What follows belongs to an exercise in optimizing a design on an open flow for small area, a short achievable clock period and few clock cycles; a production flow would make more cautious choices. Function not checked in this run: the RTL went through the layout flow alone. No activity file was given, so power comes from the tool's default toggle rates.

**design.v**
```verilog
module reuleaux(input logic clk, input logic rst_n, input logic [2:0] colour,
                input logic [7:0] centre_x, input logic [6:0] centre_y, input logic [7:0] diameter,
                input logic start, output logic done,
                output logic [7:0] vga_x, output logic [6:0] vga_y,
                output logic [2:0] vga_colour, output logic vga_plot);
     localparam logic [14:0] C = 15'd1267;
     logic [8:0] x0, x1, x2, x3;
     logic [7:0] y0, y12;
     logic [9:0] crit;
     logic [7:0] m;
     logic [8:0] n2;
     logic       ra;           
     logic [1:0] p;            
     logic [7:0] cx, di2;
     logic [1:0] ph;           
     logic       run;
     logic [7:0] xo;
     logic [6:0] yo;
     logic       plot_r;
     logic [2:0] col_r;
     function automatic logic onx(input logic [8:0] v);
          onx = !v[8] && !(v[7] && (v[6] || v[5]));
     endfunction
     function automatic logic ony(input logic [7:0] v);
          ony = !v[7] && !(v[6] && v[5] && v[4] && v[3]);
     endfunction
     wire oky0 = ony(y0), oky12 = ony(y12);
     wire [3:0] ok = {onx(x3) & oky0, onx(x2) & oky12, onx(x1) & oky12, onx(x0) & oky0};
     wire [3:0] ge = (p == 2'd0) ? 4'b1111 : (p == 2'd1) ? 4'b1110 :
                     (p == 2'd2) ? 4'b1100 : 4'b1000;
     wire [3:0] v  = ok & ge;
     logic [1:0] sel;
     logic       more;      
     always_comb begin
          sel  = 2'd3;
          more = 1'b0;
          if (v[0]) begin sel = 2'd0; more = v[1] | v[2] | v[3]; end
          else if (v[1]) begin sel = 2'd1; more = v[2] | v[3]; end
          else if (v[2]) begin sel = 2'd2; more = v[3]; end
     end
     logic [7:0] xs;
     logic [6:0] ys;
     always_comb begin
          case (sel)
               2'd0: begin xs = x0[7:0]; ys = y0[6:0]; end
               2'd1: begin xs = x1[7:0]; ys = y12[6:0]; end
               2'd2: begin xs = x2[7:0]; ys = y12[6:0]; end
               default: begin xs = x3[7:0]; ys = y0[6:0]; end
          endcase
     end
     wire cpos = !crit[9] && (crit != 10'd0);
     wire last = !n2[8] && (n2[7:1] != 7'd0 || (cpos && n2[0]));    
     wire ra_n = ra && (m != di2);
     wire [7:0]  dd   = crit[7:0];
     wire [6:0]  cyt  = y0[6:0];
     wire [10:0] acc  = {x3[1:0], x0};
     wire [14:0] acc1 = (15'd49 + 15'(diameter[3:0]) * C) >> 4;
     wire [14:0] acc2 = ({4'd0, acc} + 15'(dd[7:4]) * C) >> 4;
     wire [5:0]  f    = acc[10:5];
     wire [8:0]  c1s  = {cyt, 2'b10} + {1'b0, dd} + {3'd0, f};
     wire [8:0]  c3s  = {1'b0, cyt, 1'b0} + {1'b0, dd} - {3'd0, f};
     wire [7:0]  y12i = (dd == 8'd255) ? {1'b0, 7'(cyt + 7'd74)} + 8'd1
                                       : {c3s[8] ^ (dd >= 8'd222), c3s[7:1]};
     wire [7:0]  h    = (dd == 8'd255) ? 8'd255 : {1'b0, dd[7:1]};
     wire [8:0]  cw   = {1'b0, cx} + {1'b0, di2};
     wire [8:0]  x0i  = ({1'b0, cx} - {1'b0, h}) ^ {cw[8], 8'd0};
     wire [8:0]  x3i  = {1'b0, cx} + {1'b0, h};
     always_ff @(posedge clk) begin
          col_r <= colour;
          cx <= centre_x;
          if (!rst_n || !start) begin
               run <= 1'b0;
               done <= 1'b0;
               plot_r <= 1'b0;
               ph <= 2'd0;
          end else if (run) begin
               plot_r <= |v;
               if (!more && last) begin
                    run <= 1'b0;
                    done <= 1'b1;
               end
          end else begin
               plot_r <= 1'b0;
               if (!done) begin
                    ph <= ph + 2'd1;
                    if (ph == 2'd2) run <= 1'b1;
               end
          end
          if (!run) begin
               case (ph)
                    2'd0: begin
                         crit <= {2'd0, diameter};
                         y0 <= {1'b0, centre_y};
                         {x3[1:0], x0} <= acc1[10:0];
                    end
                    2'd1: begin
                         {x3[1:0], x0} <= acc2[10:0];
                         di2 <= 8'(dd + 8'd1) >> 1;
                    end
                    default: begin
                         x0 <= x0i;
                         x3 <= x3i;
                         x1 <= {1'b0, cx};
                         x2 <= {1'b0, cx};
                         y0 <= {1'b0, c1s[8:2]};
                         y12 <= y12i;
                         crit <= 10'd1 - {2'd0, dd};
                         m <= 8'd1;
                         n2 <= 9'd2 - {1'b0, dd};
                         ra <= dd != 8'd255;
                    end
               endcase
               p <= 2'd0;
          end else if (more) begin
               p <= sel + 2'd1;
          end else begin
               p <= 2'd0;
               m <= m + 8'd1;
               n2 <= n2 + {7'd0, cpos, !cpos};
               crit <= crit + (cpos ? {n2, 1'b1} : {1'b0, m, 1'b1});
               ra <= ra_n;
               x0 <= x0 + {8'd0, cpos};
               x3 <= x3 - {8'd0, cpos};
               y0 <= y0 - 8'd1;
               if (ra_n) begin
                    x1 <= x1 + 9'd1;
                    x2 <= x2 - 9'd1;
                    y12 <= y12 - {7'd0, cpos};
               end else if (ra) begin
                    x1 <= {cw[8], cx};
                    x2 <= {1'b0, cx};
                    y12 <= y0 + n2[7:0] + {7'd0, cpos} - 8'd2;
               end else begin
                    x1 <= x1 - 9'd1;
                    x2 <= x2 + 9'd1;
                    y12 <= y12 + {7'd0, cpos};
               end
          end
          xo <= xs;
          yo <= ys;
     end
     assign vga_x = xo;
     assign vga_y = yo;
     assign vga_plot = plot_r;
     assign vga_colour = col_r;
endmodule
```
**run.sh**
```bash
#!/bin/bash
# synth_recipe.tcl (not shown) runs the flow's synth.tcl, then flattens the netlist and writes it again
# the make line also repeats each setting of config.mk as NAME=value (left out here)
make -C /OpenROAD-flow-scripts/flow DESIGN_CONFIG=/design/flow/config.mk WORK_HOME=/design/flow/orfs CLKGATE_MAP_FILE= SYNTH_SCRIPT=/design/flow/synth_recipe.tcl finish
```
**config.mk**
```make
export PLATFORM = sky130hd
export DESIGN_NAME = reuleaux
export DESIGN_NICKNAME = reuleaux
export VERILOG_FILES = /design/flow/design.v
export SDC_FILE = /design/flow/constraint.sdc
export NUM_CORES = 4
export LEC_CHECK = 0
export CAP_MARGIN = 20
export CORE_MARGIN = 2
export CORE_UTILIZATION = 40
export SETUP_SLACK_MARGIN = 5
export SLEW_MARGIN = 20
```
**constraint.sdc**
```tcl
create_clock -name core_clock -period 10.0 [get_ports {clk}]
set_input_delay 2.0000 -clock core_clock [delete_from_list [all_inputs] [get_ports {clk}]]
set_output_delay 2.0000 -clock core_clock [all_outputs]
set_load 0.01 [all_outputs]
```
==> results.json <==
{
  "numCtsBuffers": 17,
  "grt_pass1_wl_mm": 54.0,
  "fillers": 2810,
  "place_ws_ps": 4190,
  "multi_input_area_um2": 7730,
  "rsz0062_at_grt": "no",
  "grtUsageTotal_pct": 22.7,
  "synth-seq-cells": 120,
  "synth-edff-count": 87,
  "worstPathRequired_ps": 10180,
  "p_leak_nw": 5.53,
  "worst_pin_slew_ps": 932,
  "cts_root_buffer": "clkbuf_16",
  "fin_area_um2": 13200,
  "postSynthAreaPerCell_um2": 8.88,
  "cp_max_fo": 7,
  "hpwlAfterDp_mm": 25.6,
  "startpoint_type": "primary input",
  "max-vdd-ir-drop_mv": 0.129,
  "syn_nets": 1527,
  "synth_top_area_cell": "edfxtp_1",
  "clock-sinks": 120,
  "dp.cells": 1701,
  "setup.worst_path.start": "diameter[3]",
  "diodes": 0,
  "hold_viol_final": 0,
  "min-delay-start": "ph[1]",
  "r2r-start": "crit[4]",
  "grt_max_degree": 80,
  "place_area_um2": 12500,
  "synthDistinctLibCells": 77,
  "ys.flop_type": "edfxtp_1",
  "maxSlewViolCount": 0,
  "layout-drive-gt1-share_pct": 5.97,
  "hold_slack_ps": 511,
  "die-area_um2": 30600,
  "drc_errors": 0,
  "antenna_left": 0,
  "antenna_found_initial": 0,
  "routedWlPerCell_um": 19.6,
  "synth_cells": 1317,
  "drtIter0Drc": 987,
  "max_freq_ghz": 0.206,
  "finClkSkew_ps": 9.80,
  "ys_async_sr_fraction_pct": 0,
  "clk_latency_ps": 430,
  "outcome": "finished clean",
  "seq_area_frac_synth_pct": 28.0,
  "ys_warn_count": 1,
  "gp_congestion": 0.916,
  "slew_headroom_pct": 37.4,
  "netlist_top_cells_area": "edfxtp_1 22%, ha_1 16%, xnor2_1 6.6%",
  "fin_ws_ps": 5140,
  "initial_utilization_pct": 40.6,
  "port-buffer-count": 48,
  "coreArea_um2": 28800,
  "grt_overflow": 0,
  "fin_tns_setup_ps": 0,
  "min_period_ps": 4860,
  "die_w_um": 175,
  "drt_pass1_iterations": 5,
  "cts_buffer_depth": 2,
  "fin_nets": 1554,
  "cts.clk_slew.worst_paths_ps": 70,
  "ff_latch_area_um2": 3280,
  "final_cells": 1741,
  "crit_path_end_kind": "register",
  "hold_class": "register to register",
  "crit_type": "primary input to register",
  "h-tree-depth": 4,
  "vias_per_cell": 5.70,
  "setup_violations": 0,
  "final.period_utilization_pct": 48.6,
  "yosys.area.top_type_share_pct": 22.3,
  "wl_mm": 34.2,
  "area_growth_pct": 12.6,
  "arrival_ps": 5040,
  "grt_pass1_vias": 9699,
  "power_density_nw_per_um2": 277,
  "maxCapViolations": 0,
  "pin_count": 49,
  "cts_tree": "done",
  "rows": 62,
  "fin_util_pct": 45.8,
  "dieHeight_um": 175,
  "syn_area_um2": 11700,
  "power_mw": 3.65,
  "num_vias": 9921
}
-- metal layers --
| layer | routed length (µm) | part of all wire, % | GRT usage (%) | up-vias |
|---|---|---|---|---|
| li1 | - | - | - | 4733 |
| met2 | 15900 | 47 | 37.5 | 352 |
| met3 | 1970 | 5.8 | 2.81 | 61 |
| met4 | 883 | 2.6 | 7.81 | 0 |
| met5 | 0 | 0 | 0 | - |
| met1 | 15400 | 45 | 30.7 | 4775 |
-- synthesized netlist by cell type (10+ instances only) --
cell,count
nand3_1,37
clkbuf_1,40
inv_1,142
nor3_1,39
nor4_1,13
a21oi_1,80
o21ai_0,75
nor2_1,80
edfxtp_1,87
mux2i_1,16
nand2_1,96
a31oi_1,10
fa_1,31
dfxtp_1,33
a211oi_1,16
and3_1,14
xnor2_1,88
xor2_1,43
ha_1,150
a21o_1,17
and2_1,16
-- flip-flops by register name (all words and copies together) (netlist names), 7 cells and up --
name / flops
x2: 9
y12: 8
di2: 7
y0: 8
xo: 8
x3: 9
x0: 9
cx: 8
m: 8
n2: 9
yo: 7
crit: 10
x1: 9
-- area by class of cell --
cell class / count / share of cell area (%)
sequential: 120 / 24.9
timing repair buffer: 63 / 4.41
inverter: 144 / 4.10
clock buffer: 18 / 3.26
multi-input combinational: 998 / 58.7
tap: 384 / 3.65
clock inverter: 14 / 1.04
-- worst paths after layout --
kind | depth (start not counted) | endpoint | slack [ps]
max reg2reg | 13 | crit[9] | 5240
max | 11 | x0[7] | 5140
min | 2 | ph[1] | 510
min reg2reg | 2 | ph[1] | 510
-- cell families after synthesis --
group / share of synthesized area, %
and+or+nand+nor: 15.4
AOI/OAI and AO/OA: 17.2
buffers and inverters: 6.57
adders and majority gates: 21.3
xor gates and xnor gates: 9.81
DFF: 28.0
muxes: 1.75
-- where the power goes --
group | leakage (nW) | total (mW) | switching (mW) | internal, mW
Clock | 0.283 | 0.620 | 0.271 | 0.349
Combinational | 4.13 | 2.15 | 1.18 | 0.962
Sequential | 1.12 | 0.882 | 0.186 | 0.696
-- repair_timing --
item,in CTS,in global routing
setup endpoints to repair,7,6
pin swaps,2,8
setup buffers,1,7
hold buffers,0,0
gates resized for setup,10,12
endpoints found under the hold margin,0,0
-- worst max-delay path, cell delays in order --
cell and delay [ps]:
buf_2 150, fa_1 580, fa_1 460, ha_4 300
ha_4 220, nor3_4 250, nor3b_4 80, a311oi_4 330
xnor2_1 130, a221o_1 300, o31a_1 230
-- layout by cell type, fill, tap and decap left out, types with 39 or more instances in the layout --
cell type / n
o21ai_0: 73
ha_1: 147
nor2_1: 80
nor3_1: 39
a21oi_1: 79
inv_1: 142
nand2_1: 96
xnor2_1: 88
edfxtp_1: 87
clkdlybuf4s50_1: 44
xor2_1: 43

[separate check: timing with driven ports]
Ports are ideal in the flow. The routed layout listed here was re-timed in OpenROAD. Step 1: set_driving_cell puts a clkbuf_16 on clk and a buf_2 on each other input, an assumption about the parent block. Step 2, shift: input delay + t, output delay - t, t = (earliest + latest rising clock arrival at the registers) / 2. This alone moves slack from input paths to output paths. Slacks: ideal ports / drivers / drivers and shift; pairs: ideal ports / drivers.
t, ns: 0.475
setup WS [ns]: 5.143 / 5.176 / 4.701
worst setup path after step 2: input to register
clock arrival spread, ns: 0.010 / 0.010
worst register clock-pin slew, ns: 0.07 / 0.07
After both steps this run still meets setup and hold. The setup slack of this run moves by +0.033 ns with the drivers and by -0.442 ns with both steps.
